This design comes from an exercise in tuning for small area on the open sky130 flow, not from production work.
Where RTL was checked, it was by simulation tests only, not by an equivalence proof against the original.
For runs 2 and 3, only the layout was checked, not whether the RTL still works.
Power and IR drop assume default switching activity.

## flow/design.v (module list and top-level ports; edited modules follow where they fit)
// module crc7: 29 lines
// module crc16_2bit: 41 lines
// module sdio_data_phy: 266 lines
// module sdio_device_phy: 246 lines
// module sdio_card_control: 334 lines
// module sdio_data_control: 521 lines
// module sdio_cccr: 153 lines
// module sdio_cis: 29 lines
// module sdio_fbr: 82 lines
// module sdio_cia: 488 lines
// module sdio_device_stack: 417 lines
module sdio_device_stack (
  input                     sdio_clk,
  input                     sdio_clk_x2,
  input                     rst,
  output                    o_mem_en,
  output          [7:0]     o_func_enable,           
  input           [7:0]     i_func_ready,            
  output          [2:0]     o_func_abort_stb,
  input           [7:0]     i_func_exec_status,
  input           [7:0]     i_func_ready_for_data,
  output                    o_fbr1_csa_en,
  output          [3:0]     o_fbr1_pwr_mode,
  output          [15:0]    o_fbr1_block_size,
  output                    o_fbr2_csa_en,
  output          [3:0]     o_fbr2_pwr_mode,
  output          [15:0]    o_fbr2_block_size,
  output                    o_fbr3_csa_en,
  output          [3:0]     o_fbr3_pwr_mode,
  output          [15:0]    o_fbr3_block_size,
  output                    o_fbr4_csa_en,
  output          [3:0]     o_fbr4_pwr_mode,
  output          [15:0]    o_fbr4_block_size,
  output                    o_fbr5_csa_en,
  output          [3:0]     o_fbr5_pwr_mode,
  output          [15:0]    o_fbr5_block_size,
  output                    o_fbr6_csa_en,
  output          [3:0]     o_fbr6_pwr_mode,
  output          [15:0]    o_fbr6_block_size,
  output                    o_fbr7_csa_en,
  output          [3:0]     o_fbr7_pwr_mode,
  output          [15:0]    o_fbr7_block_size,
  output                    o_func1_wr_stb,
  output          [7:0]     o_func1_wr_data,
  // ...
==> flow/sdio_cis_rom.hex <==
20
04
00
01
00
00
21
02
0C
00
22
06
00
08
00
02
00
00
FF
21
02
0C
00
21
02
00
00
00
01
00
00
00
00
00
00
00
64
02
08
00
22
2A
01
08
00
02
FF
00
0A
0A
0A
0A
0A
0A
00
00
00
00
00
00
0A
0A
00
32
00
32
00
14
00
14
FF
FF
FF
FF
FF
FF
FF
00
00
00
==> flow/run.sh <==
#!/bin/bash
# synth_recipe.tcl (not shown) runs the flow's synth.tcl, then flattens the netlist and writes it again
# the make line also repeats each setting of config.mk as NAME=value (left out here)
make -C /OpenROAD-flow-scripts/flow DESIGN_CONFIG=/design/flow/config.mk WORK_HOME=/design/flow/orfs CLKGATE_MAP_FILE= SYNTH_SCRIPT=/design/flow/synth_recipe.tcl finish
==> flow/config.mk <==
export PLATFORM = sky130hd
export DESIGN_NAME = sdio_device_stack
export DESIGN_NICKNAME = sdio_device_stack
export VERILOG_FILES = /design/flow/design.v
export SDC_FILE = /design/flow/constraint.sdc
export NUM_CORES = 4
export LEC_CHECK = 0
export CAP_MARGIN = 20
export CORE_MARGIN = 2
export CORE_UTILIZATION = 60
export SLEW_MARGIN = 20
==> flow/constraint.sdc <==
create_clock -name core_clock -period 10.0 [get_ports {sdio_clk}]
set_input_delay 2.0000 -clock core_clock [delete_from_list [all_inputs] [get_ports {sdio_clk}]]
set_output_delay 2.0000 -clock core_clock [all_outputs]
set_load 0.01 [all_outputs]
==> impl_results.md, run 1 <==
- Iter 0 DRT Violations: ~4,000
- Reg-to-reg critical path endpoint: cia.cccr.o_f0_block_size[10]
- CP max stage cell: nand2_1
- Required time of the critical path: 8.00 ns
- Count of input and output buffers: 290
- Max layer used: met4
- Slack of the worst reg-to-reg path: 5.19 ns
- Status: finished clean
- Post-Route WL: 94,220 um
- M2 GR Usage: 59.04%
- Sequential power share: 48.6%
- Multi-input logic area: 0.01405 sq mm
- Layout cells sized above 1: 6.521%
- I/O Pins: 422
- Post-synthesis async set-or-reset flop share: 0%
- Most common cell after layout, fill and taps aside: nand2_1
- GRT busiest layer: met2
- Met3 Wirelength: 11,790 um
- Reg with most FFs: phy.data_phy.data_crc.crc.crc
- Layout clock area frac: between 5 and 6%
- Count leader, synth: nand2_1
- Setup Slack @ Placement: 3.720 ns
- Post-CTS Hold Buffers: 0
- M3 GR Usage: under 10%
- Vias/cell: 6.418
- Leakage Power: ~11 nW
- Mapped Area: 0.02733 sq mm
- Synth Flop Type: dfxtp_1
==> module sdio_device_phy, before the edit <==
module sdio_device_phy (
  input               rst,
  input               i_posedge_stb,
  input               i_ddr_en,
  input               i_spi_phy,
  input               i_sd1_phy,
  input               i_sd4_phy,
  output              o_cmd_phy_idle,
  output  reg         o_cmd_phy,
  output  reg         o_cmd_stb,
  output  reg         o_cmd_crc_good_stb,
  output  reg [5:0]   o_cmd,
  output  reg [31:0]  o_cmd_arg,
  input               i_rsps_stb,
  input               i_rsps_load_req,
  input       [39:0]  i_rsps,
  input       [7:0]   i_rsps_len,
  input               i_rsps_fail,
  output  reg         o_rsps_idle,
  input               i_interrupt,
  input               i_data_activate,
  output              o_data_finished,
  input               i_write_flag,
  input       [12:0]  i_data_count,
  output              o_data_wr_stb,
  output      [7:0]   o_data_wr_data,
  input               i_data_rd_stb,
  input       [7:0]   i_data_rd_data,
  output              o_data_hst_rdy,
  input               i_data_com_rdy,
  input               i_sdio_clk,
  input               i_sdio_clk_x2,
  output  reg         o_sdio_cmd_dir,
  input               i_sdio_cmd_in,
  output  reg         o_sdio_cmd_out,
  output              o_sdio_data_dir,
  input   [7:0]       i_sdio_data_in,
  output  [7:0]       o_sdio_data_out
);
localparam            IDLE              = 4'h0;
localparam            READ_COMMAND      = 4'h1;
localparam            RESPONSE_DIR_BIT  = 4'h2;
localparam            WAIT_FOR_RESPONSE = 4'h3;
localparam            RESPONSE          = 4'h4;
localparam            RESPONSE_FIRST_CRC= 4'h5;
localparam            RESPONSE_CRC      = 4'h6;
localparam            RESPONSE_FINISHED = 4'h7;
reg   [3:0]           state;
reg   [3:0]           phy_mode;
reg   [7:0]           bit_count;
reg                   txrx_dir;
reg   [6:0]           r_crc;
wire  [6:0]           crc;
wire  [6:0]           crc_good;
wire                  busy;
wire                  crc_bit;
reg                   crc_en;
reg                   crc_rst;
reg   [2:0]           rsps_type;
reg                   rsps_crc_err;
reg                   rsps_illegal;
reg   [7:0]           rsps_data;
reg   [47:0]          rsps_value;
wire  [63:0]          rsps_bits;
crc7 crc_gen (
  .clk                (i_sdio_clk      ),
  .rst                (crc_rst         ),
  .i_bit              (crc_bit         ),
  .crc                (crc             ),
  .en                 (crc_en          )
);
sdio_data_phy data_phy(
  .clk                (i_sdio_clk      ),
  .rst                (rst             ),
  .i_interrupt        (i_interrupt     ),
  .i_posedge_stb      (i_posedge_stb   ),
  .i_ddr_en           (i_ddr_en        ),
  .i_spi_phy          (i_spi_phy       ),
  .i_sd1_phy          (i_sd1_phy       ),
  .i_sd4_phy          (i_sd4_phy       ),
  .i_activate         (i_data_activate ),
  .o_finished         (o_data_finished ),
  .i_write_flag       (i_write_flag    ),
  .i_data_count       (i_data_count    ),
  .o_data_wr_stb      (o_data_wr_stb   ),
  .o_data_wr_data     (o_data_wr_data  ),
  .i_data_rd_stb      (i_data_rd_stb   ),
  .i_data_rd_data     (i_data_rd_data  ),
  .o_data_hst_rdy     (o_data_hst_rdy  ),
  .i_data_com_rdy     (i_data_com_rdy  ),
  .o_sdio_data_dir    (o_sdio_data_dir ),
  .i_sdio_data_in     (i_sdio_data_in  ),
  .o_sdio_data_out    (o_sdio_data_out )
);
assign  busy          = ((state != IDLE) || !i_sdio_cmd_in);
assign  crc_bit       = o_sdio_cmd_dir ? o_sdio_cmd_out: i_sdio_cmd_in;
assign  o_cmd_phy_idle  = !busy;
wire                  rsps_load = i_rsps_load_req && !rst && !i_rsps_fail &&
                                  ((state == RESPONSE_DIR_BIT) || ((state == WAIT_FOR_RESPONSE) && !i_rsps_stb));
always @ (posedge i_sdio_clk) begin
  if (rsps_load)
    {rsps_type, rsps_crc_err, rsps_illegal, rsps_data} <= i_rsps[12:0];
end
always @ (*) begin
  rsps_value                    = 48'h0;
  case (rsps_type)
    3'h1: begin
      rsps_value[45:40]         = o_cmd;
      rsps_value[38]            = rsps_crc_err;
      rsps_value[37]            = rsps_illegal;
      rsps_value[12:9]          = 4'hF;
    end
    3'h4: begin
      rsps_value[45:40]         = 6'h3F;
      rsps_value[39]            = 1'b1;
      rsps_value[38:36]         = 3'h1;
      rsps_value[32]            = rsps_data[0];
      rsps_value[31:8]          = 24'hFFFF00;
    end
    3'h5: begin
      rsps_value[45:40]         = o_cmd;
      rsps_value[15:8]          = rsps_data;
    end
    3'h6: begin
      rsps_value[45:40]         = o_cmd;
      rsps_value[39:24]         = 16'h0001;
      rsps_value[23]            = rsps_crc_err;
      rsps_value[22]            = rsps_illegal;
    end
    3'h7: begin
      rsps_value[45:40]         = o_cmd;
      rsps_value[19:16]         = o_cmd_arg[11:8];
      rsps_value[15:8]          = o_cmd_arg[7:0];
    end
    default: begin
    end
  endcase
end
assign  rsps_bits     = {rsps_value[47:8], 24'h0};
always @ (posedge i_sdio_clk) begin
  if (rst) begin
    bit_count         <=  0;
    txrx_dir          <=  0;
    state             <=  IDLE;
    o_rsps_idle       <=  0;
    o_cmd_stb         <=  0;
    o_sdio_cmd_out    <=  1;
    o_sdio_cmd_dir    <=  0;
    crc_en            <=  0;
    crc_rst           <=  1;
  end
  else begin
    o_cmd_stb         <=  0;
    o_cmd_crc_good_stb<=  0;
    crc_rst           <=  0;
    if (busy) begin
      bit_count         <=  bit_count + 1;
    end
    else begin
      bit_count         <=  0;
    end
    case (state)
      IDLE: begin
        o_rsps_idle     <=  1;
        o_sdio_cmd_out  <=  1;
        o_sdio_cmd_dir  <=  0;
        crc_en          <=  0;
        crc_rst         <=  0;
        if (!i_sdio_cmd_in) begin
          o_rsps_idle   <=  0;
          crc_en        <=  1;
          state         <=  READ_COMMAND;
        end
        else begin
          crc_rst       <=  1;
        end
      end
      READ_COMMAND: begin
        if (bit_count == 39) begin
          crc_en        <=  0;
        end
        if (bit_count == 1)
          txrx_dir      <= i_sdio_cmd_in;
        else if ((bit_count >= 2) && (bit_count <= 7))
          o_cmd         <=  {o_cmd[4:0], i_sdio_cmd_in};
        else if ((bit_count >= 8) && (bit_count <= 39))
          o_cmd_arg     <=  {o_cmd_arg[30:0], i_sdio_cmd_in};
        else if ((bit_count >= 40) && (bit_count <= 46))
          r_crc         <=  {r_crc[5:0], i_sdio_cmd_in};
        else begin     
          state         <=  RESPONSE_DIR_BIT;
        end
      end
      RESPONSE_DIR_BIT: begin
        if (r_crc == crc) begin
          o_cmd_crc_good_stb    <=  1;
          crc_rst               <=  1;
        end
        o_cmd_stb               <=  1;
        o_sdio_cmd_out          <=  1;
        o_sdio_cmd_dir          <=  1;
        state                   <=  WAIT_FOR_RESPONSE;
      end
      WAIT_FOR_RESPONSE: begin
        if (i_rsps_stb) begin
          state                   <=  RESPONSE;
          bit_count               <=  0;
          o_sdio_cmd_out          <=  0;   
        end
      end
      RESPONSE: begin
        crc_en                  <=  1;
        o_sdio_cmd_out          <=  rsps_bits[6'd63 - bit_count[5:0]];
        if (bit_count >= i_rsps_len) begin
          crc_en                <=  0;
          state                 <=  RESPONSE_FIRST_CRC;
          bit_count             <=  0;
        end
      end
      RESPONSE_FIRST_CRC: begin
        o_sdio_cmd_out          <=  crc[6];
        r_crc                   <=  {crc[5:0], 1'b0};
        state                   <=  RESPONSE_CRC;
      end
      RESPONSE_CRC: begin
        o_sdio_cmd_out          <=  r_crc[6];
        r_crc                   <=  {r_crc[5:0], 1'b0};
        if (bit_count >= 8'h6) begin
          state                 <=  RESPONSE_FINISHED;
        end
      end
      RESPONSE_FINISHED: begin
        o_sdio_cmd_out          <=  1'b1;
        state                   <=  IDLE;
      end
      default: begin
        o_sdio_cmd_dir          <=  0;
        state                   <=  IDLE;
      end
    endcase
    if (i_rsps_fail) begin
      state                     <=  IDLE;
    end
  end
end
endmodule
==> module sdio_card_control, before the edit <==
module sdio_card_control (
  input                     sdio_clk,
  input                     rst,
  input                     i_soft_reset,
  input         [7:0]       i_func_interrupt,
  input         [7:0]       i_func_interrupt_en,
  output                    o_interrupt,
  output                    o_mem_en,
  output  reg               o_func_activate,
  input                     i_func_finished,
  output  reg   [3:0]       o_func_num,
  output  reg               o_func_inc_addr,
  output  reg               o_func_block_mode,
  output  reg               o_func_write_flag,       
  output  reg               o_func_rd_after_wr,
  output        [17:0]      o_func_addr,
  output        [12:0]      o_func_data_count,
  output  reg               o_cmd_bus_sel,
  output  reg   [7:0]       o_func_write_data,
  input         [7:0]       i_func_read_data,
  output  reg               o_tunning_block,
  input                     i_cmd_stb,
  input                     i_cmd_crc_good_stb,
  input         [5:0]       i_cmd,
  input         [31:0]      i_cmd_arg,
  input                     i_cmd_phy_idle,
  input                     i_chip_select_n,
  output  reg               o_rsps_stb,
  output                    o_rsps_load_req,
  output        [39:0]      o_rsps,
  output        [7:0]       o_rsps_len,
  output  reg               o_rsps_fail,
  input                     i_rsps_idle
);
localparam      NORMAL_RESPONSE     = 1'b0;
localparam      EXTENDED_RESPONSE   = 1'b1;
localparam      RESET               = 4'h0;
localparam      INITIALIZE          = 4'h1;
localparam      STANDBY             = 4'h2;
localparam      COMMAND             = 4'h3;
localparam      TRANSFER            = 4'h4;
localparam      INACTIVE            = 4'h5;
localparam      R1                  = 4'h1;
localparam      R2                  = 4'h2;
localparam      R3                  = 4'h3;
localparam      R4                  = 4'h4;
localparam      R5                  = 4'h5;
localparam      R6                  = 4'h6;
localparam      R7                  = 4'h7;
reg             [2:0]       state;
reg             [8:0]       func_data_count;
reg             [16:0]      func_addr;
reg                         response_type;
reg             [15:0]      register_card_address;   
reg             [23:0]      voltage_select;
reg                         v1p8_sel;
reg                         bad_crc;
reg                         cmd_arg_out_of_range;
reg                         illegal_command;
reg                         card_error;
reg             [2:0]       response_index;
wire            [1:0]       r5_cmd;
wire            [15:0]      max_f0_block_size;
wire                        enable_async_interrupt;
wire                        data_txrx_in_progress_flag;
reg             [3:0]       component_select;
reg                         rsps_stb;
reg                         direct_read_write;   
reg             [17:0]      data_count;
reg             [7:0]       cmd_data;
assign  o_rsps_len  = 40;
assign  o_rsps_load_req = !rst && rsps_stb;
assign  r5_cmd      = (state == RESET) || (state == INITIALIZE) || (state == STANDBY) || (state == INACTIVE) ? 2'b00 :
                      (state == COMMAND)                                                                     ? 2'b01 :
                      (state == TRANSFER)                                                                    ? 2'b10 :
                                                                                                               2'b11;
assign  o_mem_en      = 1'b0;
assign  o_func_data_count = {4'h0, func_data_count};
assign  o_func_addr   = {1'b0, func_addr};
assign  o_interrupt   = ((i_func_interrupt & i_func_interrupt_en) > 0);
assign  o_rsps      = {27'h0, response_index, bad_crc, illegal_command,
                       (response_index == R4) ? {7'h0, v1p8_sel} : cmd_data};
always @ (posedge sdio_clk) begin
  o_rsps_stb                <=  0;
  if (!rst && rsps_stb) begin
    o_rsps_stb              <=  1;
  end
end
always @ (posedge sdio_clk) begin
  rsps_stb                          <=  0;
  o_func_activate                   <=  0;
  if (rst || i_soft_reset) begin
    state                           <=  INITIALIZE;
    register_card_address           <=  16'h0001;        
    voltage_select                  <=  24'hFFFF00     ;
    v1p8_sel                        <=  0;
    bad_crc                         <=  0;
    cmd_arg_out_of_range            <=  0;
    illegal_command                 <=  0;               
    card_error                      <=  0;               
    o_func_inc_addr                 <=  0;
    o_func_block_mode               <=  0;
    o_func_num                      <=  4'h0;
    o_func_write_flag               <=  0;               
    o_func_rd_after_wr              <=  0;
    func_addr                     <=  17'h0;
    o_func_write_data               <=  8'h00;
    func_data_count               <=  12'h00;
    data_count                      <=  0;
    response_index                  <=  0;
    o_tunning_block                 <=  0;
    cmd_data                        <=  0;
    o_cmd_bus_sel                   <=  1;
    o_rsps_fail                     <=  0;
  end
  else if (i_cmd_stb && !i_cmd_crc_good_stb) begin
    bad_crc                         <=  1;
    o_rsps_fail                     <=  1;
  end
  else     
    if (rsps_stb) begin
      bad_crc                       <=  0;
      cmd_arg_out_of_range          <=  0;
      illegal_command               <=  0;
      card_error                    <=  0;   
      o_rsps_fail                   <=  0;
    end
    case (state)
      RESET: begin
        o_cmd_bus_sel               <= 1;
        state                       <= INITIALIZE;
      end
      INITIALIZE: begin
        o_cmd_bus_sel               <= 1;
        if (i_cmd_stb) begin
          case (i_cmd)
            (6'd5 ): begin
              v1p8_sel              <=  i_cmd_arg[(24)];
              voltage_select        <=  24'hFFFF00     ;
              response_index        <=  R4;
              rsps_stb              <=  1;
            end
            (6'd3 ): begin
              state                 <=  STANDBY;
              response_index        <=  R6;
              rsps_stb              <=  1;
            end
            (6'd15): begin
              state                 <=  INACTIVE;
            end
            default: begin
              illegal_command       <=  1;
              o_rsps_fail           <=  1;
            end
          endcase
        end
      end
      STANDBY: begin
        o_cmd_bus_sel               <= 1;
        if (i_cmd_stb) begin
          case (i_cmd)
            (6'd3 ): begin
              $display("SD CMD Send Relative Address");
              state                 <=  STANDBY;
              response_index        <=  R6;
              rsps_stb              <=  1;
            end
            (6'd7 ): begin
              response_index        <=  R1;
              if (register_card_address == i_cmd_arg[31:16]) begin
                $display("SD CMD Send Relative Address: Card Selected");
                state               <= COMMAND;
                rsps_stb            <=  1;
              end
              else begin
                $display("SD CMD Send Relative Address: Incorrect Address");
                o_rsps_fail         <=  1;
              end
            end
            (6'd15): begin
              $display("SD CMD Go to inactive state");
              state                 <=  INACTIVE;
            end
            default: begin
              illegal_command       <=  1;
              o_rsps_fail           <=  1;
            end
          endcase
        end
      end
      COMMAND: begin
        o_cmd_bus_sel               <= 1;
        data_count                  <= 0;
        if (i_cmd_stb) begin
          direct_read_write         <= 0;
          case (i_cmd)
            (6'd52): begin
              $display("SD CMD IO RW");
              o_func_write_flag     <= i_cmd_arg[31      ];
              o_func_rd_after_wr    <= i_cmd_arg[26     ];
              o_func_num            <= i_cmd_arg[30:27    ];
              func_addr           <= i_cmd_arg[25:9];
              o_func_write_data     <= i_cmd_arg[7:0 ];
              o_func_inc_addr       <= 0;
              func_data_count     <= 1;
              state                 <= TRANSFER;
              direct_read_write     <= 1;
              response_index        <= R5;
              cmd_data              <= 0;
              o_func_activate       <= 1;
            end
            (6'd53): begin
              $display("SD CMD IO RW Extended");
              o_func_write_flag     <= i_cmd_arg[31   ];
              o_func_rd_after_wr    <= 0;
              o_func_num            <= i_cmd_arg[30:28      ];
              func_addr           <= i_cmd_arg[25:9  ];
              func_data_count     <= i_cmd_arg[8:0];
              o_func_block_mode     <= i_cmd_arg[27];
              o_func_inc_addr       <= i_cmd_arg[26  ];
              rsps_stb              <= 1;
              state                 <= TRANSFER;
              response_index        <=  R5;
              o_cmd_bus_sel         <=  0;
            end
            (6'd7 ): begin
              if (register_card_address != i_cmd_arg[31:16]) begin
                $display("Card Deselected");
                state               <= STANDBY;
              end
              response_index        <= R1;
              rsps_stb              <= 1;
            end
            (6'd19): begin
              $display("SD CMD Send tunning block");
              response_index        <= R1;
              rsps_stb              <= 1;
              o_tunning_block       <= 1;
            end
            (6'd15): begin
              $display("SD CMD Go to inactive state");
              state                 <= INACTIVE;
            end
            default: begin
              illegal_command       <= 1;
              o_rsps_fail           <= 1;
            end
          endcase
        end
      end
      TRANSFER: begin
        if (o_cmd_bus_sel) begin
          o_func_activate             <= 1;
          if (i_func_finished) begin
            o_func_activate           <= 0;
            rsps_stb                  <= 1;
            if (o_func_rd_after_wr || !o_func_write_flag) begin
              cmd_data                <= i_func_read_data;
            end
            else begin
              cmd_data                <= 0;
            end
            state                     <= COMMAND;
          end
        end
        else if (i_rsps_idle) begin
          o_func_activate           <=  1;
          if (i_func_finished) begin
            o_func_activate         <=  0;
            state                   <= COMMAND;
          end
        end
        if (i_cmd_stb) begin
          case (i_cmd)
            (6'd52): begin
              $display("Direct Read/Write");
              o_func_write_flag     <= i_cmd_arg[31      ];
              o_func_rd_after_wr    <= i_cmd_arg[26     ];
              o_func_num            <= i_cmd_arg[30:27    ];
              func_addr           <= i_cmd_arg[25:9];
              o_func_write_data     <= i_cmd_arg[7:0 ];
              o_func_activate       <= 0;
              rsps_stb              <= 1;
              func_data_count     <= 1;
              cmd_data              <= 0;
            end
            default: begin
              illegal_command       <= 1;
              o_rsps_fail           <= 1;
            end
          endcase
        end
      end
      INACTIVE: begin
        o_rsps_fail                 <= 1;
      end
      default: begin
      end
    endcase
    if (i_cmd_stb) begin
      case (i_cmd)
        (6'd0 ): begin
          $display ("Initialize SD or SPI Mode, SPI MODE NOT SUPPORTED NOW!!");
          o_rsps_fail               <=  0;
          illegal_command           <=  0;
          response_index            <=  R1;
          if (!i_chip_select_n) begin
          end
          else begin
            rsps_stb                <=  1;
          end
        end
        (6'd8 ): begin
          $display ("Send Interface Condition");
          o_rsps_fail               <=  0;
          illegal_command           <=  0;
          response_index            <=  R7;
          if (i_cmd_arg[15:8] == (4'b0001)) begin
            rsps_stb                <=  1;
          end
        end
        (6'd11): begin
          $display ("Voltage Mode Switch");
          o_rsps_fail               <=  0;
          illegal_command           <=  0;
          response_index            <=  R1;
          rsps_stb                  <=  1;
        end
        default: begin
        end
      endcase
  end
end
endmodule
==> module sdio_data_control, before the edit <==
module sdio_data_control #(
  parameter                 DEFAULT_MIN_READ_COOLDOWN = 400
)(
  input                     clk,
  input                     rst,
  output                    o_data_bus_busy,
  output                    o_data_read_avail,
  input                     i_write_flg,
  input                     i_block_mode_flg,
  input           [12:0]    i_data_cnt,
  output  reg     [12:0]    o_total_data_cnt,
  input                     i_inc_addr_flg,
  input           [17:0]    i_cmd_address,
  output  reg     [17:0]    o_address,
  input                     i_activate,
  output  reg               o_finished,
  input                     i_cmd_bus_sel,   
  input                     i_mem_sel,
  input           [3:0]     i_func_sel,
  input           [7:0]     i_cmd_wr_data,
  output          [7:0]     o_cmd_rd_data,
  input                     i_data_phy_wr_stb,
  input           [7:0]     i_data_phy_wr_data,
  output                    o_data_phy_rd_stb,
  output          [7:0]     o_data_phy_rd_data,
  input                     i_data_phy_hst_rdy,   
  output                    o_data_phy_com_rdy,
  output                    o_data_phy_activate,
  input                     i_data_phy_finished,
  output  reg               o_cia_wr_stb,
  output  reg     [7:0]     o_cia_wr_data,
  input                     i_cia_rd_stb,
  input           [7:0]     i_cia_rd_data,
  output  reg               o_cia_hst_rdy,
  input                     i_cia_com_rdy,
  output  reg               o_cia_activate,
  input           [15:0]    i_cia_block_size,
  output  reg               o_func1_wr_stb,
  output  reg     [7:0]     o_func1_wr_data,
  input                     i_func1_rd_stb,
  input           [7:0]     i_func1_rd_data,
  output  reg               o_func1_hst_rdy,
  input                     i_func1_com_rdy,
  output  reg               o_func1_activate,
  input           [15:0]    i_func1_block_size,
  output  reg               o_func2_wr_stb,
  output  reg     [7:0]     o_func2_wr_data,
  input                     i_func2_rd_stb,
  input           [7:0]     i_func2_rd_data,
  output  reg               o_func2_hst_rdy,
  input                     i_func2_com_rdy,
  output  reg               o_func2_activate,
  input           [15:0]    i_func2_block_size,
  output  reg               o_func3_wr_stb,
  output  reg     [7:0]     o_func3_wr_data,
  input                     i_func3_rd_stb,
  input           [7:0]     i_func3_rd_data,
  output  reg               o_func3_hst_rdy,
  input                     i_func3_com_rdy,
  output  reg               o_func3_activate,
  input           [15:0]    i_func3_block_size,
  output  reg               o_func4_wr_stb,
  output  reg     [7:0]     o_func4_wr_data,
  input                     i_func4_rd_stb,
  input           [7:0]     i_func4_rd_data,
  output  reg               o_func4_hst_rdy,
  input                     i_func4_com_rdy,
  output  reg               o_func4_activate,
  input           [15:0]    i_func4_block_size,
  output  reg               o_func5_wr_stb,
  output  reg     [7:0]     o_func5_wr_data,
  input                     i_func5_rd_stb,
  input           [7:0]     i_func5_rd_data,
  output  reg               o_func5_hst_rdy,
  input                     i_func5_com_rdy,
  output  reg               o_func5_activate,
  input           [15:0]    i_func5_block_size,
  output  reg               o_func6_wr_stb,
  output  reg     [7:0]     o_func6_wr_data,
  input                     i_func6_rd_stb,
  input           [7:0]     i_func6_rd_data,
  output  reg               o_func6_hst_rdy,
  input                     i_func6_com_rdy,
  output  reg               o_func6_activate,
  input           [15:0]    i_func6_block_size,
  output  reg               o_func7_wr_stb,
  output  reg     [7:0]     o_func7_wr_data,
  input                     i_func7_rd_stb,
  input           [7:0]     i_func7_rd_data,
  output  reg               o_func7_hst_rdy,
  input                     i_func7_com_rdy,
  output  reg               o_func7_activate,
  input           [15:0]    i_func7_block_size,
  output  reg               o_mem_wr_stb,
  output  reg     [7:0]     o_mem_wr_data,
  input                     i_mem_rd_stb,
  input           [7:0]     i_mem_rd_data,
  output  reg               o_mem_hst_rdy,
  input                     i_mem_com_rdy,
  output  reg               o_mem_activate,
  input           [15:0]    i_mem_block_size
);
localparam                  IDLE          = 4'h0;
localparam                  CONFIG        = 4'h1;
localparam                  ACTIVATE      = 4'h2;
localparam                  WRITE         = 4'h3;
localparam                  READ          = 4'h4;
localparam                  WAIT_FOR_PHY  = 4'h5;
localparam                  READ_COOLDOWN = 4'h6;
localparam                  FINISHED      = 4'h7;
reg           rd_stb;
reg   [7:0]   rd_data;
wire          wr_stb;
wire  [7:0]   wr_data;
reg           com_rdy;
wire  [3:0]   func_select;
reg   [15:0]  block_size;
reg   [8:0]   total_block_count;     
reg   [8:0]   block_count;
reg   [9:0]   data_count;            
reg           continuous;            
reg           data_cntrl_rdy;
reg           data_activate;
reg   [31:0]  read_cooldown;
reg           lcl_wr_stb;
wire          lcl_rd_stb;
reg           lcl_hst_rdy;
reg           lcl_activate;
wire          d_activate;
reg   [3:0] state;
reg   [3:0] ld_state;
assign  lcl_rd_stb          = i_cmd_bus_sel   ? rd_stb        : 1'b0;
assign  o_cmd_rd_data       = i_cmd_bus_sel   ? rd_data       : 8'h00;
assign  o_data_phy_rd_stb   = !i_cmd_bus_sel  ? rd_stb        : 1'b0;
assign  o_data_phy_rd_data  = !i_cmd_bus_sel  ? rd_data       : 8'h00;
assign  o_data_phy_com_rdy  = !i_cmd_bus_sel  ? com_rdy       : 1'b0;
assign  o_data_phy_activate = !i_cmd_bus_sel  ? data_activate : 1'b0;
assign  wr_stb              = i_cmd_bus_sel   ? lcl_wr_stb    : i_data_phy_wr_stb;
assign  wr_data             = i_cmd_bus_sel   ? i_cmd_wr_data : i_data_phy_wr_data;
assign  d_activate          = i_cmd_bus_sel   ? i_activate    : data_activate;
assign  func_select         = i_mem_sel       ? 4'h8          : {1'b0, i_func_sel};
assign  o_data_bus_busy     = (state == ACTIVATE);
assign  o_data_read_avail   = 1'b0;
always @ (*) begin
  if (rst) begin
    o_cia_wr_stb             = 0;
    o_cia_wr_data            = 0;
    o_cia_hst_rdy            = 0;
    o_func1_wr_stb           = 0;
    o_func1_wr_data          = 0;
    o_func1_hst_rdy          = 0;
    o_func2_wr_stb           = 0;
    o_func2_wr_data          = 0;
    o_func2_hst_rdy          = 0;
    o_func3_wr_stb           = 0;
    o_func3_wr_data          = 0;
    o_func3_hst_rdy          = 0;
    o_func4_wr_stb           = 0;
    o_func4_wr_data          = 0;
    o_func4_hst_rdy          = 0;
    o_func5_wr_stb           = 0;
    o_func5_wr_data          = 0;
    o_func5_hst_rdy          = 0;
    o_func6_wr_stb           = 0;
    o_func6_wr_data          = 0;
    o_func6_hst_rdy          = 0;
    o_func7_wr_stb           = 0;
    o_func7_wr_data          = 0;
    o_func7_hst_rdy          = 0;
    o_mem_wr_stb             = 0;
    o_mem_wr_data            = 0;
    o_mem_hst_rdy            = 0;
    o_cia_activate           = 0;
    o_func1_activate         = 0;
    o_func2_activate         = 0;
    o_func3_activate         = 0;
    o_func4_activate         = 0;
    o_func5_activate         = 0;
    o_func6_activate         = 0;
    o_func7_activate         = 0;
    o_mem_activate           = 0;
  end
  else begin
    o_cia_wr_stb             = 0;
    o_cia_wr_data            = 0;
    o_cia_hst_rdy            = 0;
    o_cia_activate           = 0;
    o_func1_wr_stb           = 0;
    o_func1_wr_data          = 0;
    o_func1_hst_rdy          = 0;
    o_func1_activate         = 0;
    o_func2_wr_stb           = 0;
    o_func2_wr_data          = 0;
    o_func2_hst_rdy          = 0;
    o_func2_activate         = 0;
    o_func3_wr_stb           = 0;
    o_func3_wr_data          = 0;
    o_func3_hst_rdy          = 0;
    o_func3_activate         = 0;
    o_func4_wr_stb           = 0;
    o_func4_wr_data          = 0;
    o_func4_hst_rdy          = 0;
    o_func4_activate         = 0;
    o_func5_wr_stb           = 0;
    o_func5_wr_data          = 0;
    o_func5_hst_rdy          = 0;
    o_func5_activate         = 0;
    o_func6_wr_stb           = 0;
    o_func6_wr_data          = 0;
    o_func6_hst_rdy          = 0;
    o_func6_activate         = 0;
    o_func7_wr_stb           = 0;
    o_func7_wr_data          = 0;
    o_func7_hst_rdy          = 0;
    o_func7_activate         = 0;
    o_mem_wr_stb             = 0;
    o_mem_wr_data            = 0;
    o_mem_hst_rdy            = 0;
    o_mem_activate           = 0;
    case (func_select)
      0: begin
        o_cia_wr_stb         = wr_stb;
        o_cia_wr_data        = wr_data;
        o_cia_hst_rdy        = data_cntrl_rdy;
        o_cia_activate       = d_activate;
      end
      1: begin
        o_func1_wr_stb       = wr_stb;
        o_func1_wr_data      = wr_data;
        o_func1_hst_rdy      = data_cntrl_rdy;
        o_func1_activate     = d_activate;
      end
      2: begin
        o_func2_wr_stb       = wr_stb;
        o_func2_wr_data      = wr_data;
        o_func2_hst_rdy      = data_cntrl_rdy;
        o_func2_activate     = d_activate;
      end
      3: begin
        o_func3_wr_stb       = wr_stb;
        o_func3_wr_data      = wr_data;
        o_func3_hst_rdy      = data_cntrl_rdy;
        o_func3_activate     = d_activate;
      end
      4: begin
        o_func4_wr_stb       = wr_stb;
        o_func4_wr_data      = wr_data;
        o_func4_hst_rdy      = data_cntrl_rdy;
        o_func4_activate     = d_activate;
      end
      5: begin
        o_func5_wr_stb       = wr_stb;
        o_func5_wr_data      = wr_data;
        o_func5_hst_rdy      = data_cntrl_rdy;
        o_func5_activate     = d_activate;
      end
      6: begin
        o_func6_wr_stb       = wr_stb;
        o_func6_wr_data      = wr_data;
        o_func6_hst_rdy      = data_cntrl_rdy;
        o_func6_activate     = d_activate;
      end
      7: begin
        o_func7_wr_stb       = wr_stb;
        o_func7_wr_data      = wr_data;
        o_func7_hst_rdy      = data_cntrl_rdy;
        o_func7_activate     = d_activate;
      end
      8: begin
        o_mem_wr_stb         = wr_stb;
        o_mem_wr_data        = wr_data;
        o_mem_hst_rdy        = data_cntrl_rdy;
        o_mem_activate       = d_activate;
      end
      default: begin
      end
    endcase
  end
end
always @ (*) begin
  if (rst) begin
    rd_stb                  = 0;
    rd_data                 = 0;
    com_rdy                 = 0;
    block_size              = 0;
  end
  else begin
    case (func_select)
      0: begin
        rd_stb            = i_cia_rd_stb;
        rd_data           = i_cia_rd_data;
        com_rdy           = i_cia_com_rdy & data_cntrl_rdy;
        block_size        = i_cia_block_size;
      end
      1: begin
        rd_stb            = i_func1_rd_stb;
        rd_data           = i_func1_rd_data;
        com_rdy           = i_func1_com_rdy & data_cntrl_rdy;
        block_size        = i_func1_block_size;
      end
      2: begin
        rd_stb            = i_func2_rd_stb;
        rd_data           = i_func2_rd_data;
        com_rdy           = i_func2_com_rdy & data_cntrl_rdy;
        block_size        = i_func2_block_size;
      end
      3: begin
        rd_stb            = i_func3_rd_stb;
        rd_data           = i_func3_rd_data;
        com_rdy           = i_func3_com_rdy & data_cntrl_rdy;
        block_size        = i_func3_block_size;
      end
      4: begin
        rd_stb            = i_func4_rd_stb;
        rd_data           = i_func4_rd_data;
        com_rdy           = i_func4_com_rdy & data_cntrl_rdy;
        block_size        = i_func4_block_size;
      end
      5: begin
        rd_stb            = i_func5_rd_stb;
        rd_data           = i_func5_rd_data;
        com_rdy           = i_func5_com_rdy & data_cntrl_rdy;
        block_size        = i_func5_block_size;
      end
      6: begin
        rd_stb            = i_func6_rd_stb;
        rd_data           = i_func6_rd_data;
        com_rdy           = i_func6_com_rdy & data_cntrl_rdy;
        block_size        = i_func6_block_size;
      end
      7: begin
        rd_stb            = i_func7_rd_stb;
        rd_data           = i_func7_rd_data;
        com_rdy           = i_func7_com_rdy & data_cntrl_rdy;
        block_size        = i_func7_block_size;
      end
      8: begin
        rd_stb            = i_mem_rd_stb;
        rd_data           = i_mem_rd_data;
        com_rdy           = i_mem_com_rdy & data_cntrl_rdy;
        block_size        = i_mem_block_size;
      end
      default: begin
        rd_stb            = 1'b0;
        rd_data           = 8'h0;
        com_rdy           = 1'b0;
        block_size        = 16'h0000;
      end
    endcase
  end
end
always @ (posedge clk) begin
  if (rst) begin
    state                       <=  IDLE;
    o_finished                  <=  0;
    o_total_data_cnt            <=  0;
    data_cntrl_rdy              <=  0;
    o_address                   <=  0;
    data_activate               <=  0;
    read_cooldown               <=  DEFAULT_MIN_READ_COOLDOWN;
  end
  else begin
    case (state)
      IDLE: begin
        o_finished              <=  0;
        continuous              <=  0;
        total_block_count       <=  0;
        o_total_data_cnt        <=  0;
        data_count              <=  0;
        block_count             <=  0;
        data_cntrl_rdy          <=  0;
        o_address               <=  i_cmd_address;
        data_activate           <=  0;
        if (i_block_mode_flg) begin
          if (i_data_cnt == 0) begin
            continuous          <=  1;
            total_block_count   <=  0;
          end
          else begin
            total_block_count   <=  i_data_cnt;
          end
        end
        else begin
          total_block_count     <=  0;
        end
        if (i_activate) begin
          state                 <=  CONFIG;
        end
      end
      CONFIG: begin
        data_count              <=  0;
        if (i_block_mode_flg) begin
          o_total_data_cnt      <=  block_size;
          if (!continuous) begin
            block_count         <=  block_count + 1;
          end
        end
        else begin
          if (i_data_cnt == 0) begin
            o_total_data_cnt    <=  512;
          end
          else begin
            o_total_data_cnt    <=  i_data_cnt;
          end
        end
        state                   <=  ACTIVATE;
      end
      ACTIVATE: begin
        data_activate             <=  1;
        if (i_cmd_bus_sel || i_data_phy_hst_rdy) begin
          data_cntrl_rdy          <=  1;
          if (data_count < o_total_data_cnt) begin
            if (wr_stb || rd_stb) begin
              data_count          <=  data_count + 1;
              if (i_inc_addr_flg) begin
                o_address         <=  o_address + 1;
              end
            end
          end
          else begin
            data_cntrl_rdy        <=  0;
            if (i_block_mode_flg) begin
              if (i_write_flg) begin
                state             <= WAIT_FOR_PHY;
              end
              else begin
                data_count        <= 0;
                state             <= READ_COOLDOWN;
              end
            end
            else begin
              state               <= FINISHED;
            end
          end
        end
      end
      WAIT_FOR_PHY: begin
        if (i_data_phy_finished) begin
          if (continuous || (block_count < total_block_count)) begin
            state               <= CONFIG;
          end
          else begin
            state               <= FINISHED;
          end
          data_activate         <=  0;
        end
      end
      READ_COOLDOWN: begin
        if (data_count < read_cooldown) begin
          data_count            <=  data_count + 1;
        end
        else begin
          data_activate         <=  0;
          if (continuous || (block_count < total_block_count)) begin
            state               <= CONFIG;
          end
          else begin
            state               <= FINISHED;
          end
        end
      end
      FINISHED: begin
        data_activate           <=  0;
        o_finished              <=  1;
      end
      default: begin
        state                   <=  FINISHED;
      end
    endcase
    if (!i_activate) begin
      state                   <=  IDLE;
    end
  end
end
always @ (posedge clk) begin
  lcl_wr_stb              <=  0;
  if (rst) begin
    ld_state              <=  IDLE;
    lcl_hst_rdy           <=  0;
  end
  else begin
    case (ld_state)
      IDLE: begin
        lcl_hst_rdy       <=  0;
        if (i_cmd_bus_sel) begin
          if (i_activate) begin
            if (i_write_flg) begin
              lcl_hst_rdy <=  1;
              ld_state    <=  WRITE;
            end
            else begin
              ld_state    <=  READ;
            end
          end
        end
      end
      WRITE: begin
        if (com_rdy) begin
          lcl_wr_stb      <=  1;
          ld_state        <=  FINISHED;
        end
      end
      READ: begin
        lcl_hst_rdy       <=  1;
        if (lcl_rd_stb) begin
          ld_state        <=  FINISHED;
        end
      end
      FINISHED: begin
        lcl_hst_rdy       <=  0;
        if (!i_activate) begin
          ld_state        <=  IDLE;
        end
      end
      default: begin
        ld_state          <=  FINISHED;
      end
    endcase
  end
end
endmodule
==> module sdio_cccr, before the edit <==
module sdio_cccr (
  input                     clk,
  input                     rst,
  input                     i_activate,
  input                     i_write_flag,
  input         [7:0]       i_address,
  input                     i_data_stb,
  input         [7:0]       i_data_in,
  output        [7:0]       o_data_out,
  output  reg   [7:0]       o_func_enable,
  input         [7:0]       i_func_ready,
  output  reg   [7:0]       o_func_int_enable,
  input         [7:0]       i_func_int_pending,
  output  reg               o_soft_reset,
  output        [2:0]       o_func_abort_stb,
  output  reg               o_en_card_detect_n,
  output  reg               o_en_4bit_block_int,  
  input                     i_data_bus_busy,
  output  reg               o_bus_release_req_stb,
  output  reg   [3:0]       o_func_select,
  input                     i_data_read_avail,
  input         [7:0]       i_func_exec_status,
  input         [7:0]       i_func_ready_for_data,
  output  reg   [15:0]      o_f0_block_size,
  output                    o_1_bit_mode,
  output                    o_4_bit_mode,
  output                    o_8_bit_mode,
  output                    o_sdr_12,
  output                    o_sdr_25,
  output                    o_sdr_50,
  output                    o_ddr_50,
  output                    o_sdr_104,
  output                    o_driver_type_a,
  output                    o_driver_type_b,
  output                    o_driver_type_c,
  output                    o_driver_type_d,
  output  reg               o_enable_spi_interrupt,
  output  reg               o_enable_async_interrupt
);
localparam     IDLE         = 4'h0;
localparam     READ         = 4'h1;
localparam     WRITE        = 4'h2;
reg             [1:0]       driver_type;
reg             [3:0]       state;
wire            [7:0]       cccr_map [0:22];
reg             [1:0]       bus_width;
reg             [2:0]       bus_speed_select;
reg             [2:0]       abort_sel;
reg             [2:1]       abort_stb;
wire            [17:0]      reg_addr;
wire            [17:0]      main_cis_addr;
assign  main_cis_addr   = (18'h01000);
assign  o_data_out      = (i_address < 8'd23) ? cccr_map[i_address[4:0]] : 8'h00;
assign  o_func_abort_stb= {abort_stb, 1'b0};
assign  o_1_bit_mode    = (bus_width == 2'b00);
assign  o_4_bit_mode    = (bus_width == 2'b10);
assign  o_8_bit_mode    = (bus_width == 2'b11);
assign  o_sdr_12        = (bus_speed_select == 3'b000   );
assign  o_sdr_25        = (bus_speed_select == 3'b001   );
assign  o_sdr_50        = (bus_speed_select == 3'b010   );
assign  o_ddr_50        = (bus_speed_select == 3'b100   );
assign  o_sdr_104       = (bus_speed_select == 3'b011   );
assign  o_driver_type_a = (driver_type == 2'b01);
assign  o_driver_type_b = (driver_type == 2'b00);
assign  o_driver_type_c = (driver_type == 2'b10);
assign  o_driver_type_d = (driver_type == 2'b11);
assign  cccr_map[18'h000   ] = {4'h4     , 4'h3     };
assign  cccr_map[18'h001         ] = {4'h0, 4'h3     };
assign  cccr_map[18'h002  ] = o_func_enable;
assign  cccr_map[18'h003   ] = i_func_ready;
assign  cccr_map[18'h004      ] = o_func_int_enable;
assign  cccr_map[18'h005     ] = i_func_int_pending;
assign  cccr_map[18'h006        ] = {4'h0, o_soft_reset, abort_sel};
assign  cccr_map[18'h007  ] = {o_en_card_detect_n, 1'b0     , 2'b00, o_enable_spi_interrupt, 1'b0     , bus_width};
assign  cccr_map[18'h008     ] = {1'b0     , 1'b0     , o_en_4bit_block_int, 1'b1     , 1'b1     , 1'b1     , 1'b1     , 1'b1     };
assign  cccr_map[18'h009    ] = main_cis_addr[7:0];
assign  cccr_map[18'h00A    ] = main_cis_addr[15:8];
assign  cccr_map[18'h00B   ] = {6'b000000, main_cis_addr[17:16]};
assign  cccr_map[18'h00C     ] = {6'b000000, o_bus_release_req_stb, i_data_bus_busy};
assign  cccr_map[18'h00D     ] = {i_data_read_avail, 3'b000, o_func_select};
assign  cccr_map[18'h00E     ] = {i_func_exec_status};
assign  cccr_map[18'h00F    ] = {i_func_ready_for_data};
assign  cccr_map[18'h010] = {o_f0_block_size[7:0]};
assign  cccr_map[18'h011] = {o_f0_block_size[15:8]};
assign  cccr_map[18'h012   ] = {4'h0, 3'b000  ,1'b0    , 1'b0     };
assign  cccr_map[18'h013  ] = {4'h0, bus_speed_select, 1'b1     };
assign  cccr_map[18'h014   ] = {5'h0, 1'b0     , 1'b0     , 1'b0     };
assign  cccr_map[18'h015  ] = {2'b00, driver_type, 1'b0, 1'b0     , 1'b0     , 1'b0     };
assign  cccr_map[18'h016   ] = {6'h00, o_enable_async_interrupt, 1'b1     };
always @ (posedge clk) begin
  o_soft_reset              <=  0;
  abort_stb                 <=  2'h0;
  abort_sel                 <=  0;
  o_bus_release_req_stb     <=  0;
  if (rst) begin
    state                   <=  IDLE;
    o_func_enable           <=  8'h0;  
    o_func_int_enable       <=  8'h0;  
    o_en_4bit_block_int     <=  0;
    o_en_card_detect_n      <=  0;
    o_en_4bit_block_int     <=  0;
    o_en_4bit_block_int     <=  0;   
    o_func_select           <=  0;
    o_f0_block_size     <=  0;   
    bus_speed_select        <=  0;
    driver_type             <=  0;
    o_enable_async_interrupt<=  0;
    o_enable_spi_interrupt  <=  0;
    bus_width               <=  0;
  end
  else begin
    abort_stb[1]                          <=  (abort_sel == 3'd1);
    abort_stb[2]                          <=  (abort_sel == 3'd2);
    if (i_activate) begin
      if (i_data_stb) begin
        if (i_write_flag) begin
          case (i_address)
            18'h002:
              o_func_enable             <=  i_data_in;
            18'h004:
              o_func_int_enable         <=  i_data_in;
            18'h006: begin
              o_soft_reset              <=  i_data_in[3];
              abort_sel                 <=  i_data_in[2:0];
            end
            18'h007: begin
              o_en_card_detect_n        <=  i_data_in[7];
              bus_width                 <=  i_data_in[1:0];
              o_enable_spi_interrupt    <=  i_data_in[5];
            end
            18'h00C:
              o_bus_release_req_stb     <=  i_data_in[1];
            18'h00D:
              o_func_select             <=  i_data_in[3:0];
            18'h010:
              o_f0_block_size[7:0]      <=  i_data_in;
            18'h011:
              o_f0_block_size[15:8]     <=  i_data_in;
            18'h013:
              bus_speed_select          <=  i_data_in[3:1];
            18'h015:
              driver_type               <=  i_data_in[6:4];
            18'h016:
              o_enable_async_interrupt  <=  i_data_in[1];
            default: begin
            end
          endcase
        end
      end
    end
  end
end
endmodule
==> run 2, diff against run 1 <==
--- a/flow/design.v
+++ b/flow/design.v
@@ -481,4 +481,7 @@
     o_rsps_idle       <=  0;
     o_cmd_stb         <=  0;
+    o_cmd             <=  0;
+    o_cmd_arg         <=  0;
+    r_crc             <=  0;
     o_sdio_cmd_out    <=  1;
     o_sdio_cmd_dir    <=  0;
@@ -596,6 +599,6 @@
   output  reg               o_func_write_flag,       
   output  reg               o_func_rd_after_wr,
-  output        [17:0]      o_func_addr,
-  output        [12:0]      o_func_data_count,
+  output  reg   [17:0]      o_func_addr,
+  output  reg   [12:0]      o_func_data_count,
   output  reg               o_cmd_bus_sel,
   output  reg   [7:0]       o_func_write_data,
@@ -630,7 +633,5 @@
 localparam      R6                  = 4'h6;
 localparam      R7                  = 4'h7;
-reg             [2:0]       state;
-reg             [8:0]       func_data_count;
-reg             [16:0]      func_addr;
+reg             [3:0]       state;
 reg                         response_type;
 reg             [15:0]      register_card_address;   
@@ -641,5 +642,5 @@
 reg                         illegal_command;
 reg                         card_error;
-reg             [2:0]       response_index;
+reg             [3:0]       response_index;
 wire            [1:0]       r5_cmd;
 wire            [15:0]      max_f0_block_size;
@@ -658,8 +659,6 @@
                                                                                                                2'b11;
 assign  o_mem_en      = 1'b0;
-assign  o_func_data_count = {4'h0, func_data_count};
-assign  o_func_addr   = {1'b0, func_addr};
 assign  o_interrupt   = ((i_func_interrupt & i_func_interrupt_en) > 0);
-assign  o_rsps      = {27'h0, response_index, bad_crc, illegal_command,
+assign  o_rsps      = {27'h0, response_index[2:0], bad_crc, illegal_command,
                        (response_index == R4) ? {7'h0, v1p8_sel} : cmd_data};
 always @ (posedge sdio_clk) begin
@@ -686,7 +685,7 @@
     o_func_write_flag               <=  0;               
     o_func_rd_after_wr              <=  0;
-    func_addr                     <=  17'h0;
+    o_func_addr                     <=  18'h0;
     o_func_write_data               <=  8'h00;
-    func_data_count               <=  12'h00;
+    o_func_data_count               <=  12'h00;
     data_count                      <=  0;
     response_index                  <=  0;
@@ -782,8 +781,8 @@
               o_func_rd_after_wr    <= i_cmd_arg[26     ];
               o_func_num            <= i_cmd_arg[30:27    ];
-              func_addr           <= i_cmd_arg[25:9];
+              o_func_addr           <= i_cmd_arg[25:9];
               o_func_write_data     <= i_cmd_arg[7:0 ];
               o_func_inc_addr       <= 0;
-              func_data_count     <= 1;
+              o_func_data_count     <= 1;
               state                 <= TRANSFER;
               direct_read_write     <= 1;
@@ -797,6 +796,6 @@
               o_func_rd_after_wr    <= 0;
               o_func_num            <= i_cmd_arg[30:28      ];
-              func_addr           <= i_cmd_arg[25:9  ];
-              func_data_count     <= i_cmd_arg[8:0];
+              o_func_addr           <= i_cmd_arg[25:9  ];
+              o_func_data_count     <= {4'h0, i_cmd_arg[8:0]};
               o_func_block_mode     <= i_cmd_arg[27];
               o_func_inc_addr       <= i_cmd_arg[26  ];
@@ -860,9 +859,9 @@
               o_func_rd_after_wr    <= i_cmd_arg[26     ];
               o_func_num            <= i_cmd_arg[30:27    ];
-              func_addr           <= i_cmd_arg[25:9];
+              o_func_addr           <= i_cmd_arg[25:9];
               o_func_write_data     <= i_cmd_arg[7:0 ];
               o_func_activate       <= 0;
               rsps_stb              <= 1;
-              func_data_count     <= 1;
+              o_func_data_count     <= 1;
               cmd_data              <= 0;
             end
@@ -1032,6 +1031,6 @@
 wire  [3:0]   func_select;
 reg   [15:0]  block_size;
-reg   [8:0]   total_block_count;     
-reg   [8:0]   block_count;
+reg   [9:0]   total_block_count;     
+reg   [9:0]   block_count;
 reg   [9:0]   data_count;            
 reg           continuous;            
@@ -1270,5 +1269,9 @@
     state                       <=  IDLE;
     o_finished                  <=  0;
+    total_block_count           <=  0;
     o_total_data_cnt            <=  0;
+    block_count                 <=  0;
+    data_count                  <=  0;
+    continuous                  <=  0;
     data_cntrl_rdy              <=  0;
     o_address                   <=  0;
@@ -1450,5 +1453,5 @@
   input         [7:0]       i_func_int_pending,
   output  reg               o_soft_reset,
-  output        [2:0]       o_func_abort_stb,
+  output  reg   [2:0]       o_func_abort_stb,
   output  reg               o_en_card_detect_n,
   output  reg               o_en_4bit_block_int,  
@@ -1484,10 +1487,8 @@
 reg             [2:0]       bus_speed_select;
 reg             [2:0]       abort_sel;
-reg             [2:1]       abort_stb;
 wire            [17:0]      reg_addr;
 wire            [17:0]      main_cis_addr;
 assign  main_cis_addr   = (18'h01000);
 assign  o_data_out      = (i_address < 8'd23) ? cccr_map[i_address[4:0]] : 8'h00;
-assign  o_func_abort_stb= {abort_stb, 1'b0};
 assign  o_1_bit_mode    = (bus_width == 2'b00);
 assign  o_4_bit_mode    = (bus_width == 2'b10);
@@ -1527,5 +1528,5 @@
 always @ (posedge clk) begin
   o_soft_reset              <=  0;
-  abort_stb                 <=  2'h0;
+  o_func_abort_stb          <=  8'h0;
   abort_sel                 <=  0;
   o_bus_release_req_stb     <=  0;
@@ -1547,6 +1548,12 @@
   end
   else begin
-    abort_stb[1]                          <=  (abort_sel == 3'd1);
-    abort_stb[2]                          <=  (abort_sel == 3'd2);
+    if (abort_sel == 0) begin
+      o_func_abort_stb                    <=  0;
+    end
+    else begin
+      if (abort_sel < 3'd3) begin
+        o_func_abort_stb[abort_sel[1:0]]  <=  1;
+      end
+    end
     if (i_activate) begin
       if (i_data_stb) begin
--- a/flow/config.mk
+++ b/flow/config.mk
@@ -8,4 +8,4 @@
 export CAP_MARGIN = 20
 export CORE_MARGIN = 2
-export CORE_UTILIZATION = 60
+export CORE_UTILIZATION = 40
 export SLEW_MARGIN = 20
==> run 2 against run 1 <==
  * Register-to-register slack worse by 0.47 ns
  * Sequential share of layout area down 3.3 points
  * Setup slack worse by 0.15 ns
  * Power up 2.6%
  * Clock power up 9.5%
  * Area after synthesis up 2.8%
  * Sequential power about the same
  * Final cell count up 13%
  * Critical path depth up 1
  * Critical path type unchanged
  * Highest routed layer unchanged
==> impl_results.md, run 2 <==
- Largest net degree at the start of global routing: 78
- Highest Clock Rate: 154.2 MHz
- Post-synth top area share: 30.27%
- Wire per inst: approximately 21 um
- Clock sink count: 517
- DR DRC count: 0
- Count leader, synth: dfxtp_1
- Die width: 269.1 um
- Largest cells by area after synthesis: dfxtp_1 30%, edfxtp_1 9.8%, nor2_1 5.5%
- Post-CTS Hold Buffers: 0 (unchanged)
- Mapped Area: 0.02810 sq mm (+2.8%)
- Vias in the first global route: roughly 24,000
- Synth Flop Type: dfxtp_1
- Slew Limit Fails: 0
- Post-synth EDFFs: 92
- Post_cts resized: 0
- Status: finished clean
- Most frequent cells in the layout: 425 x dfxtp_1, 408 x nor2_1, 398 x nand2_1
- Reg with most FFs: phy.data_phy.data_crc.crc.crc
- Worst flop-to-flop path startpoint: data_bus_interconnect.o_address[0]
- Final period util: 64.86%
- Detailed placement HPWL: 70,860 um
- Die area: just over 0.07 sq mm
- Hold Fails Final Rpt: 0
- Post-Route WL: 97,350 um (+3.3%)
- GR Overflow Total: 0
- Syn_area_per_cell: approximately 8.3 sq um
- CP arrival: 4.49 ns
- CP endpoint kind: primary output
- Hold slack: a little over 0.4 ns
- Max-Cap Viols: 0
- Slack of the worst reg-to-reg path: 4.72 ns (-0.47 ns)
- Remaining antenna violation count after routing: 0
- First-pass GRT wire length: 145,300 um
- CTS tree: built
- Worst Reg-to-Reg Cells: 13
- DP Area: 0.03140 sq mm
- Initial Util: 40.27%
- Initial DRT Pass Iterations: 6
- WHS Path Cells: 1
- Setup Slack @ Placement: 3.590 ns (-0.1302 ns)
- Vias/cell: 5.708 (-11%)
- Synth area leader: dfxtp_1
- Nets: about 3,800
- Clock period minus worst slack: between 6 and 7 ns
- I/O Pins: 422 (unchanged)
- Total CTS buffers: 56
- Root Driver: clkbuf_16
- Max reg flops: 64
- Layout cells sized above 1: 6.620% (+0.099 points)
- Count of input and output buffers: 291 (+0.34%)
- Unrepaired setup endpoints after global routing: no
- Post-synthesis async set-or-reset flop share: 0% (unchanged)
- Die H: 269.1 um
- Pwr/cell area: 142.0 mW/mm^2
- Leakage Power: 11.95 nW (+6.6%)
- Seq cells post-synth: 517
- Worst Hold Launch: phy.data_phy.read_data[3]
- CP Class: primary input to primary output
- Reg-to-reg critical path endpoint: phy.data_phy.crc_data[7]
- Final setup margin: 3.514 ns
- Count of cell types in the netlist: 92
- Gr usage total: 26.06%
- Worst skew pair latency: 0.64 ns
- Row cnt: 97
- Via count: between 20,000 and 30,000
- Required time of the critical path: 8.00 ns (about the same)
- Max-slew headroom: a little over a quarter
- CTS Buffer Depth: 3
- Iter 0 DRT Violations: 2,850 (-28%)
- Sink of the worst hold path: phy.data_phy.o_sdio_data_out[3]
- H-tree depth: 2
- Most instantiated cells after synthesis: 425 x dfxtp_1, 410 x nor2_1, 399 x nand2_1, 254 x a21oi_1, 191 x clkbuf_1
- Final Setup Violations: 0
- Cell count after synthesis: 3,374
- CP max FO: 76
- Initial antenna violation count: 1
- Hold Path Class: register to register
- Yosys Warn Count: 10
- GPL Wtd Cong: around 0.95
- Total power: between 4 and 5 mW
- CP startpoint kind: primary input
- Most common cell after layout, fill and taps aside: dfxtp_1
- Top Registers: phy.data_phy.data_crc.crc.crc x64, phy.o_cmd_arg x32
- Finished Cell Area: about 0.033 sq mm
- Setup bufs post-CTS: 0
- Area delta synth->final: 18.77%
- Worst-path clk slew: 0.06 ns
- VDD IR-drop max: between 0.1 and 0.15 mV
- TNS Setup: 0 ns
- Slew at the pin closest to its max-slew limit: about 1.1 ns
- Core Region: 0.06979 sq mm
- Setup Skew: 0.04260 ns
- Register area share after synthesis: approximately two fifths
==> run 2: critical path, stage by stage <==
cell,delay [ns]
buf_6,0.21
inv_2,0.23
buf_4,0.52
nand2_1,0.51
nor2_1,0.29
clkdlybuf4s50_1,0.57
==> run 2: where the power goes <==
| part | total [mW] | internal [mW] | switching, mW |
|---|---|---|---|
| Clock | 2.19 | 1.28 | 0.912 |
| Combinational | 0.333 | 0.142 | 0.191 |
| Sequential | 2.22 | 2.15 | 0.0723 |
==> run 2: cell type report <==
cell class              count  area [sq um]
multi-input cells        2562         15320
well taps                 940          1176
repair buffers            353          3400
clock inverters            31         352.8
inverters                  72         270.3
flip-flops and latches    517         11270
fillers                  6851         36410
diodes                      1         2.502
clock buffers              75          1589
==> run 2: per-layer routing <==
| layer | vias to the layer above | routed length [um] | track usage [%] |
|---|---|---|---|
| met5 | - | 0 | 0 |
| met3 | 160 | 7689 | 4.511 |
| met4 | 0 | 3214 | 9.024 |
| li1 | 12303 | - | - |
| met2 | 1045 | 44650 | 42.07 |
| met1 | 12471 | 41790 | 35.11 |
==> run 2: kinds of logic after synthesis <==
group | after synthesis | synth area share, %
muxes | 121 | 4.550
buffers and inverters | 423 | 7.444
DFF | 517 | 40.10
other | 1 | 0.01334
and+or+nand+nor | 1293 | 21.39
AOI/OAI and AO/OA | 877 | 21.10
adders and majority gates | 71 | 3.188
xor gates and xnor gates | 71 | 2.213
==> run 2: worst max-delay path by stage <==
stage / startpoint / cells past startpoint / slack (ns) / to
final: rst / 6 / 3.51 / o_func4_activate
after global routing: rst / 6 / 3.50 / o_func4_activate
after CTS: rst / 6 / 3.59 / o_func4_activate
after detailed placement: rst / 6 / 3.59 / o_func4_activate
after global placement: rst / 6 / 3.60 / o_func4_activate
after floorplan: i_func2_rd_stb / 8 / 5.16 / phy.data_phy.host_crc0[0]
==> run 2: stage by stage <==
| step | instances | util, % |
|---|---|---|
| after floorplan | 3502 | - |
| after global placement | 4443 | 44.99 |
| after detailed placement | 4443 | 44.99 |
| after CTS | 4549 | 47.78 |
| after global routing | 4550 | 47.83 |
| final | 4551 | 47.83 |
==> run 3, diff against run 2 <==
==> flow/flow/run.sh (new file) <==
#!/bin/bash
# Standard ORFS layout, with the port buffers made of the smallest buffer cell
# and clock-tree leaf clusters sized for fewer, larger clusters.
set -euo pipefail
bash standard.sh "BUFFER_PORTS_ARGS=-buffer_cell sky130_fd_sc_hd__buf_1" \
  "CTS_ARGS=-sink_clustering_enable -repair_clock_nets -sink_clustering_size 30 -sink_clustering_max_diameter 120 -dont_use_dummy_load" \
  finish > standard_flow.log 2>&1
==> flow/standard.sh (new file) <==
#!/bin/bash
# synth_recipe.tcl (not shown) runs the flow's synth.tcl, then flattens the netlist and writes it again
# the make line also repeats each setting of config.mk as NAME=value (left out here)
make -C /OpenROAD-flow-scripts/flow DESIGN_CONFIG=/design/flow/config.mk WORK_HOME=/design/flow/orfs CLKGATE_MAP_FILE= SYNTH_SCRIPT=/design/flow/synth_recipe.tcl "${@:-finish}"
removed: flow/run.sh
==> run 3 against run 2 <==
  * Still clean
  * Non-clock buffer count rose by 2
  * Routed wire length fell by 1.2%
  * Sequential power barely moved
  * Register-to-register slack got worse by 0.14 ns
  * Setup slack improved by 0.31 ns
  * Clock-buffer cell count fell by 54
  * Die area did not move
  * Area after synthesis did not move
  * First-iteration DRC count rose by 7.4%
  * Hold slack improved by 0.039 ns
  * Critical path depth rose by 4
  * Cell area fell by 9.6%
  * Critical path type is now primary input to register
  * Largest cell class unchanged
  * Highest routed layer unchanged
==> impl_results.md, run 3 <==
- Remaining antenna violation count after routing: 0 (unchanged)
- Net switching power: 928.9 uW (-21%)
- Reg with most FFs: phy.data_phy.data_crc.crc.crc
- CTS tree: built
- Sw Ratio: 26.06% (+1.3 points)
- Gr usage total: 25.71% (-0.35 points)
- Hold Fails Final Rpt: 0 (unchanged)
- Syn_area_per_cell: 8.330 sq um (unchanged)
- Root Driver: clkbuf_16
- Final Setup Violations: 0 (unchanged)
- Setup Slack @ Placement: 3.512 ns (-0.07790 ns)
- Post_cts resized: 0 (unchanged)
- CP startpoint kind: primary input
- Leakage Power: 10.56 nW (-12%)
- Row cnt: 97 (unchanged)
- Post-synth EDFFs: 92 (unchanged)
- Worst flop-to-flop path startpoint: data_bus_interconnect.o_address[1]
- Detailed placement HPWL: 70,870 um (about the same)
- Seq cells post-synth: 517 (unchanged)
- Initial Util: 40.27% (unchanged)
- Sequential power share: 62.2% (+15 points)
- Synth area leader: dfxtp_1
- Highest Clock Rate: 161.9 MHz (+5.0%)
- Total power: 3.565 mW (-25%)
- First-pass GRT wire length: 144,000 um (-0.94%)
- Internal: 2.636 mW (-26%)
- Vias/cell: 5.759 (+0.89%)
- Worst skew pair latency: 0.60 ns (-0.04 ns)
- Worst Reg-to-Reg Cells: 12 (-1)
- Post-synthesis async set-or-reset flop share: 0% (unchanged)
- Worst-path clk slew: 0.12 ns (+0.06 ns)
- Max-slew headroom: 21.15% (-4.9 points)
- CP Class: primary input to register
- Die H: 269.1 um (unchanged)
- Core Region: 0.06979 sq mm (unchanged)
- Clock period minus worst slack: 6.178 ns (-0.3079 ns)
- CP max FO: 33 (-57%)
- Wire per inst: 21.52 um (+0.59%)
- Synth Flop Type: dfxtp_1
- Reg-to-reg critical path endpoint: phy.data_phy.crc_data[7]
- Unrepaired setup endpoints after global routing: no
- Register area share after synthesis: 40.10% (unchanged)
- Die width: 269.1 um (unchanged)
- VDD IR-drop max: 0.09402 mV (-14%)
- Post-Place Cells: 4,443 (unchanged)
- DR DRC count: 0 (unchanged)
- Layout cells sized above 1: 4.877% (-1.7 points)
- Area delta synth->final: 7.306%
- Post-synth top area share: 30.27% (unchanged)
- Slew Limit Fails: 0 (unchanged)
- Vias in the first global route: 23,125 (-2.1%)
- Status: finished clean
- WHS Path Cells: 0 (-1)
- Cell count after synthesis: 3,374 (unchanged)
- CP endpoint kind: register
- Initial antenna violation count: 2 (+1)
- Clk pwr share: 29.4% (-17 points)
- CP Capture Point: cia.cccr.o_f0_block_size[13]
- Setup bufs post-CTS: 0 (unchanged)
- CTS Buffer Depth: 3 (unchanged)
- Launch point of the critical path: rst
- Required time of the critical path: 10.46 ns (+2.46 ns)
- Clock sink count: 517 (unchanged)
- DP Area: 0.02958 sq mm (-5.8%)
- Die area: 0.07240 sq mm (unchanged)
- GR Overflow Total: 0 (unchanged)
- I/O Pins: 422 (unchanged)
- Non-Filler Instances: 4,469 (-1.8%)
- Post-CTS Hold Buffers: 0 (unchanged)
- Pwr/cell area: 118.2 mW/mm^2 (-17%)
- Total CTS buffers: 21 (-63%)
- Setup Skew: 0.04727 ns (+0.004666 ns)
- Mapped Area: 0.02810 sq mm (unchanged)
- Initial DRT Pass Iterations: 6 (unchanged)
- Most frequent cells in the layout: 425 x dfxtp_1, 407 x nor2_1, 397 x nand2_1
- Largest cells by area after synthesis: dfxtp_1 30%, edfxtp_1 9.8%, nor2_1 5.5%
- Max-Cap Viols: 0 (unchanged)
- Most instantiated cells after synthesis: 425 x dfxtp_1, 410 x nor2_1, 399 x nand2_1, 254 x a21oi_1, 191 x clkbuf_1
- Nets: 3,725 (-0.88%)
- Count of cell types in the netlist: 92 (unchanged)
- Post-Route WL: 96,160 um (-1.2%)
- Slew at the pin closest to its max-slew limit: 1.175 ns (+0.06592 ns)
- Slack of the worst reg-to-reg path: 4.58 ns (-0.14 ns)
- Hold slack: 0.4507 ns (+0.03869 ns)
- GPL Wtd Cong: 0.9488 (+0.19%)
- CP arrival: 6.64 ns (+2.15 ns)
- Hold Path Class: register to register
- Comb pwr share: 8.4% (+1.4 points)
- Max reg flops: 64 (unchanged)
- Iter 0 DRT Violations: 3,062 (+7.4%)
- Final setup margin: 3.822 ns (+0.3079 ns)
- Final period util: 61.78% (-3.1 points)
- Most common cell after layout, fill and taps aside: dfxtp_1
- Yosys Warn Count: 10 (unchanged)
- Count of input and output buffers: 291 (unchanged)
- Core Util, Final: 43.21% (-4.6 points)
- H-tree depth: 1 (-1)
- Count leader, synth: dfxtp_1
- Finished Cell Area: 0.03016 sq mm (-9.6%)
- Via count: 25,738 (-0.93%)
- TNS Setup: 0 ns (unchanged)
- Largest net degree at the start of global routing: 81 (+3.8%)
- Top Registers: phy.data_phy.data_crc.crc.crc x64, phy.o_cmd_arg x32
-- run 3: cell counts after synthesis --
No cell type changed its count.
-- run 3: power by group through the flow --
stage          clock [mW]  sequential (mW)  combinational (mW)
6_report             1.05             2.22               0.301
5_1_grt              1.13             2.23               0.337
3_5_place_dp            0             2.26               0.296
2_1_floorplan           0             2.21               0.290
3_3_place_gp            0             2.26               0.293
4_1_cts              1.07             2.22               0.297
-- run 3: logic make-up after synthesis --
kind of cell | Yosys count | synth area share, %
buffers and inverters | 423 | 7.444
DFF | 517 | 40.10
and+or+nand+nor | 1293 | 21.39
adders and majority gates | 71 | 3.188
AOI/OAI and AO/OA | 877 | 21.10
muxes | 121 | 4.550
xor gates and xnor gates | 71 | 2.213
other | 1 | 0.01334
-- run 3: area by class of cell --
class	instances	area, sq um
fill	7144	39630
multi-input combinational	2562	15310
sequential	517	11270
timing repair buffer	355	1597
tap	940	1176
clock buffer	21	525.5
inverter	72	270.3
antenna	2	5.005
-- run 3: worst max-delay path: stages --
cell and delay [ns]:
clkbuf_4 0.35, nor2_2 0.80, o211ai_1 0.23, a211oi_1 0.82, nand4_1 0.33, nor2_1 0.23, o31a_1 0.91, nand4_2 0.54
mux2i_1 0.30, nor2_1 0.05
-- run 3: worst min path at each step --
stage,startpoint,endpoint,slack (ns)
2_1_floorplan,phy.data_phy.read_data[0],phy.data_phy.o_sdio_data_out[0],0.39
3_3_place_gp,card_controller.bad_crc,phy.rsps_crc_err,0.42
3_5_place_dp,card_controller.illegal_command,phy.rsps_illegal,0.42
4_1_cts,card_controller.illegal_command,phy.rsps_illegal,0.45
5_1_grt,card_controller.bad_crc,phy.rsps_crc_err,0.47
6_report,card_controller.illegal_command,phy.rsps_illegal,0.45
-- run 3: metal layers --
layer / GRT usage (%) / vias up / share of wire (%)
met5: 0 / - / 0
met4: 8.243 / 0 / 3.2
met3: 2.995 / 134 / 7.1
met2: 41.63 / 1054 / 46
met1: 35.70 / 12362 / 44
li1: - / 12188 / -

==> what the ideal ports hide <==
No port has a modelled driver above. Below, the same layouts with a new extraction and two added sets of constraints. Step 1 assumes that a clkbuf_16 drives the clock port and a buf_2 every other input. Step 2 times the ports against the registers' clock, not the clock port: input delays grow and output delays shrink by t, the midpoint of the rising clock arrivals with the driver on. a / b / c = ideal ports / drivers / drivers and shift; a / b = the first two.
| run | t, ns | slack for setup (ns) | worst setup path after step 2 | worst data-port slew with drivers (ns) |
|---|---|---|---|---|
| run 1 | 0.656 | 3.669 / 3.632 / 3.632 | input to output | 0.08 |
| run 2 | 0.684 | 3.514 / 3.479 / 3.474 | input to register | 0.06 |
| run 3 | 0.640 | 3.822 / 3.864 / 3.224 | input to register | 0.08 |
After both steps setup and hold are still met in every run listed. The setup slack of run 3, which loses most, moves by +0.042 ns with the drivers and by -0.598 ns with both steps.
